From an optimization exercise on the open Yosys and OpenROAD flow, aimed at small area; shortcuts taken in it are not production practice. The RTL was checked by simulation tests, not by an equivalence proof against the original design. Power figures rest on the tool's default switching activity, not on a simulated workload.

==> inputs of v8 <==
==> flow/design.v <==
module L3Decoder (Y, s, en);
	output [31:1] Y;
	input [4:0] s;
	input [31:1] en;
	genvar i;
	generate
		for (i = 1; i < 32; i = i + 1) begin : g
			assign Y[i] = en[i] & (s == i);
		end
	endgenerate
endmodule
module L3AOI222 (y_n, s, d);
	output y_n;
	input [2:0] s, d;
	assign y_n = ~|(s & d);
endmodule
module L3MUXBIT (y, s, d);
	output y;
	input [30:0] s, d;
	wire [10:0] t;
	genvar k;
	generate
		for (k = 0; k < 10; k = k + 1) begin : g
			L3AOI222 a (t[k], s[3*k +: 3], d[3*k +: 3]);
		end
	endgenerate
	assign t[10] = ~(s[30] & d[30]);
	assign y = ~&t;
endmodule
module L3MUX (out, sel, q);
	output [31:0] out;
	input [31:1] sel;
	input [32*31-1:0] q;
	genvar b, i;
	generate
		for (b = 0; b < 32; b = b + 1) begin : g
			wire [30:0] d;
			for (i = 0; i < 31; i = i + 1) begin : c
				assign d[i] = q[32*i + b];
			end
			L3MUXBIT m (out[b], sel, d);
		end
	endgenerate
endmodule
module L3WrBit (d, wd, q, we, nwe);
	output d;
	input wd, q, we, nwe;
	assign d = (we & wd) | (nwe & q);
endmodule
module L3Register (d, wd, q, we, nwe);
	output [31:0] d;
	input [31:0] wd, q;
	input we, nwe;
	genvar b;
	generate
		for (b = 0; b < 32; b = b + 1) begin : g
			L3WrBit wb (d[b], wd[b], q[b], we, nwe);
		end
	endgenerate
endmodule
module LAB_3 (rd1,rd2,ra1,ra2,wa,wd,Clk,WE,rst);
	input [31:0] wd;
	input [4:0] ra1,ra2,wa;
	input Clk, WE, rst;
	output [31:0] rd1,rd2;
	wire [31:1] wsel, rsel1, rsel2;
	wire [32*31-1:0] Q;
	reg [31:1] valid;
	L3Decoder decw (wsel, wa, {31{WE}});
	L3Decoder dec1 (rsel1, ra1, valid);
	L3Decoder dec2 (rsel2, ra2, valid);
	always @(posedge Clk or posedge rst)
		if (rst)
			valid <= 31'h0;
		else
			valid <= valid | wsel;
	genvar i;
	generate
		for (i = 1; i < 32; i = i + 1) begin : r
			reg [31:0] q;
			wire [31:0] d;
			L3Register wm (d, wd, q, wsel[i], ~wsel[i]);
			always @(posedge Clk)
				q <= d;
			assign Q[32*(i-1) +: 32] = q;
		end
	endgenerate
	L3MUX mux1 (rd1, rsel1, Q);
	L3MUX mux2 (rd2, rsel2, Q);
endmodule
==> flow/flow/run.sh <==
#!/bin/bash
# Standard ORFS layout with two changes: the port buffers start as the
# smallest buffer (repair_design still sizes them up where needed), and the
# clock tree uses small clock buffers in small clusters, without dummy loads.
set -euo pipefail
export BUFFER_PORTS_ARGS="-buffer_cell sky130_fd_sc_hd__buf_1"
export CTS_ARGS="-sink_clustering_enable -repair_clock_nets -dont_use_dummy_load -buf_list {sky130_fd_sc_hd__clkbuf_4 sky130_fd_sc_hd__clkbuf_8} -sink_clustering_size 16 -sink_clustering_max_diameter 60"
bash standard.sh > standard.log 2>&1
==> flow/standard.sh <==
#!/bin/bash
# synth_recipe.tcl (not shown) runs the flow's synth.tcl, then flattens the netlist and writes it again
# the make line also repeats each setting of config.mk as NAME=value (left out here)
make -C /OpenROAD-flow-scripts/flow DESIGN_CONFIG=/design/flow/config.mk WORK_HOME=/design/flow/orfs CLKGATE_MAP_FILE= SYNTH_SCRIPT=/design/flow/synth_recipe.tcl "${@:-finish}"
==> flow/config.mk <==
export PLATFORM = sky130hd
export DESIGN_NAME = LAB_3
export DESIGN_NICKNAME = LAB_3
export VERILOG_FILES = /design/flow/design.v
export SDC_FILE = /design/flow/constraint.sdc
export NUM_CORES = 4
export LEC_CHECK = 0
export CAP_MARGIN = 20
export CORE_MARGIN = 2
export CORE_UTILIZATION = 40
export SETUP_SLACK_MARGIN = 0.1
export SLEW_MARGIN = 20
export SYNTH_HIERARCHICAL = 1
==> flow/constraint.sdc <==
create_clock -name core_clock -period 6.0 [get_ports {Clk}]
set_input_delay 1.2000 -clock core_clock [delete_from_list [all_inputs] [get_ports {Clk}]]
set_output_delay 1.2000 -clock core_clock [all_outputs]
set_load 0.01 [all_outputs]
==> v7 (differences from v8) <==
--- a/flow/design.v
+++ b/flow/design.v
@@ -1,11 +1,24 @@
+module L3Sel (y, en, a, b);
+	output y;
+	input en, a, b;
+	assign y = en & a & b;
+endmodule
 module L3Decoder (Y, s, en);
 	output [31:1] Y;
 	input [4:0] s;
 	input [31:1] en;
+	wire [3:0] lo;
+	wire [7:0] hi;
 	genvar i;
 	generate
+		for (i = 0; i < 4; i = i + 1) begin : l
+			assign lo[i] = (s[1:0] == i);
+		end
+		for (i = 0; i < 8; i = i + 1) begin : h
+			assign hi[i] = (s[4:2] == i);
+		end
 		for (i = 1; i < 32; i = i + 1) begin : g
-			assign Y[i] = en[i] & (s == i);
+			L3Sel sel (Y[i], en[i], lo[i % 4], hi[i / 4]);
 		end
 	endgenerate
 endmodule
--- a/flow/config.mk
+++ b/flow/config.mk
@@ -7,7 +7,8 @@
 export LEC_CHECK = 0
 export CAP_MARGIN = 20
 export CORE_MARGIN = 2
-export CORE_UTILIZATION = 40
+export CORE_UTILIZATION = 55
+export PLACE_DENSITY = 0.8
 export SETUP_SLACK_MARGIN = 0.1
 export SLEW_MARGIN = 20
 export SYNTH_HIERARCHICAL = 1
==> notes <==
Of v8 and v7, v7 has the higher register-to-register slack (gap 0.03 ns).
In v7 the synthesized cell count is lower than in v8, by 0.39%.
Against v8, the final cell count of v7 is lower by 5.9%.
In v8 the core utilization is lower than in v7, by 17 points.
Critical path depth: v8 is lower than v7 (1).
Die area: v8 is higher than v7 (37%).
Sequential share of layout area: v8 is lower than v7 (0.14 points).
Against v7, the non-clock buffer count of v8 is lower by 77.
Clock skew is the same in v7 and v8.
==> figures <==
                                                                             v7                       v8
Run status                                              complete, no violations  complete, no violations
DRT met1 WL                                                            56500 um                 70200 um
Final area over synthesized area                                         1.102x                   1.102x
Core area                                                           0.0698 mm^2              0.0964 mm^2
Global placer's final weighted congestion                                 0.991                    0.953
PD cells                                                            345 mW/mm^2              347 mW/mm^2
Overall Power                                                           14.7 mW                  14.8 mW
Met3 wire len                                                          32900 um                 30800 um
Routing usage on met1                                                     0.551                    0.479
Headroom to the max-slew limit                                            0.172                    0.132
Average cell area after synthesis                                     12.5 um^2                12.4 um^2
Number of inserted filler cells in the final layout                        5485                     9031
Compound-Gate Fraction of Synth Area                                      0.409                    0.408
Signal buf overhead                                                      0.0392                   0.0255
Post-synthesis simple-gate area fraction                                 0.0538                   0.0565
Number of global-route vias before repair                                 39200                    34600
Endpoint of the most critical setup path                                 rd1[7]                  rd2[14]
Number of unique standard cell types used by synthesis                       17                       18

---

==> inputs of trial 91 <==
Another version of the RTL of LAB_3 (not shown whole).
==> module L3Decoder, before the edit <==
module L3Decoder (Y, s, en);
	output [31:0] Y;
	input [4:0] s;
	input en;
	genvar i;
	generate
		for (i = 0; i < 32; i = i + 1) begin : g
			assign Y[i] = en & (s == i);
		end
	endgenerate
endmodule
==> module L3Register, before the edit <==
module L3Register (d, wd, q, we, nwe);
	output [31:0] d;
	input [31:0] wd, q;
	input we, nwe;
	assign d = ({32{we}} & wd) | ({32{nwe}} & q);
endmodule
==> module LAB_3, before the edit <==
module LAB_3 (rd1,rd2,ra1,ra2,wa,wd,Clk,WE,rst);
	input [31:0] wd;
	input [4:0] ra1,ra2,wa;
	input Clk, WE, rst;
	output [31:0] rd1,rd2;
	wire [31:0] wsel, rsel1, rsel2;
	wire [32*31-1:0] Q;
	reg [31:1] valid;
	L3Decoder decw (wsel, wa, WE);
	L3Decoder dec1 (rsel1, ra1, 1'b1);
	L3Decoder dec2 (rsel2, ra2, 1'b1);
	always @(posedge Clk or posedge rst)
		if (rst)
			valid <= 31'h0;
		else
			valid <= valid | wsel[31:1];
	genvar i;
	generate
		for (i = 1; i < 32; i = i + 1) begin : r
			reg [31:0] q;
			wire [31:0] d;
			L3Register wm (d, wd, q, wsel[i], ~wsel[i]);
			always @(posedge Clk)
				q <= d;
			assign Q[32*(i-1) +: 32] = q;
		end
	endgenerate
	L3MUX mux1 (rd1, rsel1[31:1] & valid, Q);
	L3MUX mux2 (rd2, rsel2[31:1] & valid, Q);
endmodule
Settings: LEC_CHECK=0, CAP_MARGIN=20, CORE_MARGIN=2, CORE_UTILIZATION=40, SETUP_SLACK_MARGIN=0.3, SLEW_MARGIN=20, SYNTH_HIERARCHICAL=1; clock period 6.0 ns.
run.sh (not shown) runs the stock make flow with config.mk's settings and CLKGATE_MAP_FILE= SYNTH_SCRIPT=/design/flow/synth_recipe.tcl, a recipe that flattens the netlist after the stock synthesis.
Stock flow here: none of the scripts above is used.
==> inputs of trial 54, as changes to trial 91 <==
==> flow/design.v, changed modules only <==
module L3Sel (y, en, a, b);
	output y;
	input en, a, b;
	assign y = en & a & b;
endmodule
module L3Decoder (Y, s, en);
	output [31:1] Y;
	input [4:0] s;
	input [31:1] en;
	wire [3:0] lo;
	wire [7:0] hi;
	genvar i;
	generate
		for (i = 0; i < 4; i = i + 1) begin : l
			assign lo[i] = (s[1:0] == i);
		end
		for (i = 0; i < 8; i = i + 1) begin : h
			assign hi[i] = (s[4:2] == i);
		end
		for (i = 1; i < 32; i = i + 1) begin : g
			L3Sel sel (Y[i], en[i], lo[i % 4], hi[i / 4]);
		end
	endgenerate
endmodule
module L3WrBit (d, wd, q, we, nwe);
	output d;
	input wd, q, we, nwe;
	assign d = (we & wd) | (nwe & q);
endmodule
module L3Register (d, wd, q, we, nwe);
	output [31:0] d;
	input [31:0] wd, q;
	input we, nwe;
	genvar b;
	generate
		for (b = 0; b < 32; b = b + 1) begin : g
			L3WrBit wb (d[b], wd[b], q[b], we, nwe);
		end
	endgenerate
endmodule
module LAB_3 (rd1,rd2,ra1,ra2,wa,wd,Clk,WE,rst);
	input [31:0] wd;
	input [4:0] ra1,ra2,wa;
	input Clk, WE, rst;
	output [31:0] rd1,rd2;
	wire [31:1] wsel, rsel1, rsel2;
	wire [32*31-1:0] Q;
	reg [31:1] valid;
	L3Decoder decw (wsel, wa, {31{WE}});
	L3Decoder dec1 (rsel1, ra1, valid);
	L3Decoder dec2 (rsel2, ra2, valid);
	always @(posedge Clk or posedge rst)
		if (rst)
			valid <= 31'h0;
		else
			valid <= valid | wsel;
	genvar i;
	generate
		for (i = 1; i < 32; i = i + 1) begin : r
			reg [31:0] q;
			wire [31:0] d;
			L3Register wm (d, wd, q, wsel[i], ~wsel[i]);
			always @(posedge Clk)
				q <= d;
			assign Q[32*(i-1) +: 32] = q;
		end
	endgenerate
	L3MUX mux1 (rd1, rsel1, Q);
	L3MUX mux2 (rd2, rsel2, Q);
endmodule
==> flow/flow/run.sh (new file) <==
#!/bin/bash
# Standard ORFS layout with two changes: the port buffers start as the
# smallest buffer (repair_design still sizes them up where needed), and the
# clock tree uses small clock buffers in small clusters, without dummy loads.
set -euo pipefail
export BUFFER_PORTS_ARGS="-buffer_cell sky130_fd_sc_hd__buf_1"
export CTS_ARGS="-sink_clustering_enable -repair_clock_nets -dont_use_dummy_load -buf_list {sky130_fd_sc_hd__clkbuf_4 sky130_fd_sc_hd__clkbuf_8} -sink_clustering_size 16 -sink_clustering_max_diameter 60"
bash standard.sh > standard.log 2>&1
==> flow/standard.sh (new file) <==
#!/bin/bash
# synth_recipe.tcl (not shown) runs the flow's synth.tcl, then flattens the netlist and writes it again
# the make line also repeats each setting of config.mk as NAME=value (left out here)
make -C /OpenROAD-flow-scripts/flow DESIGN_CONFIG=/design/flow/config.mk WORK_HOME=/design/flow/orfs CLKGATE_MAP_FILE= SYNTH_SCRIPT=/design/flow/synth_recipe.tcl "${@:-finish}"
--- a/flow/config.mk
+++ b/flow/config.mk
@@ -10,3 +10,4 @@
 export CORE_UTILIZATION = 40
-export SETUP_SLACK_MARGIN = 0.3
+export PLACE_DENSITY = 0.8
+export SETUP_SLACK_MARGIN = 0.1
 export SLEW_MARGIN = 20
removed: flow/run.sh
==> comparison table <==
| quantity | trial 91 | trial 54 |
|---|---|---|
| Sequential share of power | 51.7% | 63.3% |
| Die Footprint | 0.105 mm2 | 0.0991 mm2 |
| Cells after synthesis | 3361 | 3103 |
| Core utilization of the finished layout | 46.7% | 44.4% |
| Gpl congestion | 0.944 | 1.03 |
| Clock group share of total power | 37.9% | 22.8% |
| Reported combinational group power | 1.87 mW | 2.02 mW |
| First-pass GRT wire length | 254000 um | 243000 um |
| Post-CTS Resized | 19 | 0 |
| Met1 WL | 68300 um | 58400 um |
| Run status | complete, no violations | complete, no violations |
| Clock buffer and inverter area fraction after layout | 7.43% | 2.41% |
| Reg2reg start | valid[26] | valid[10] |
| Dpl cell area | 0.0439 mm2 | 0.0417 mm2 |
| Synthesis-to-finish area growth | 15.7% | 10.6% |

[port drivers added, routing unchanged]
Ports are ideal in the flow. The routed layouts listed here were re-timed in OpenROAD.
Step 1: set_driving_cell puts a clkbuf_16 on Clk and a buf_2 on each other input, an assumption about the parent block.
Step 2 also shifts input and output timing later by t, the mid clock arrival at the registers, as if the neighbouring blocks saw the same clock.
a / b / c = ideal ports / drivers / drivers and shift; a / b = the first two.
run | shift t [ns] | setup slack, ns | cell pins on the clock port's net
v8 | 0.800 | 0.580 / 0.554 / 0.554 | 1
v7 | 0.758 | 0.663 / 0.629 / 0.629 | 1
trial 91 | 0.756 | 0.308 / 0.283 / 0.283 | 1
trial 54 | 0.796 | 0.286 / 0.252 / 0.252 | 1
After both steps setup and hold are still met in every run listed.
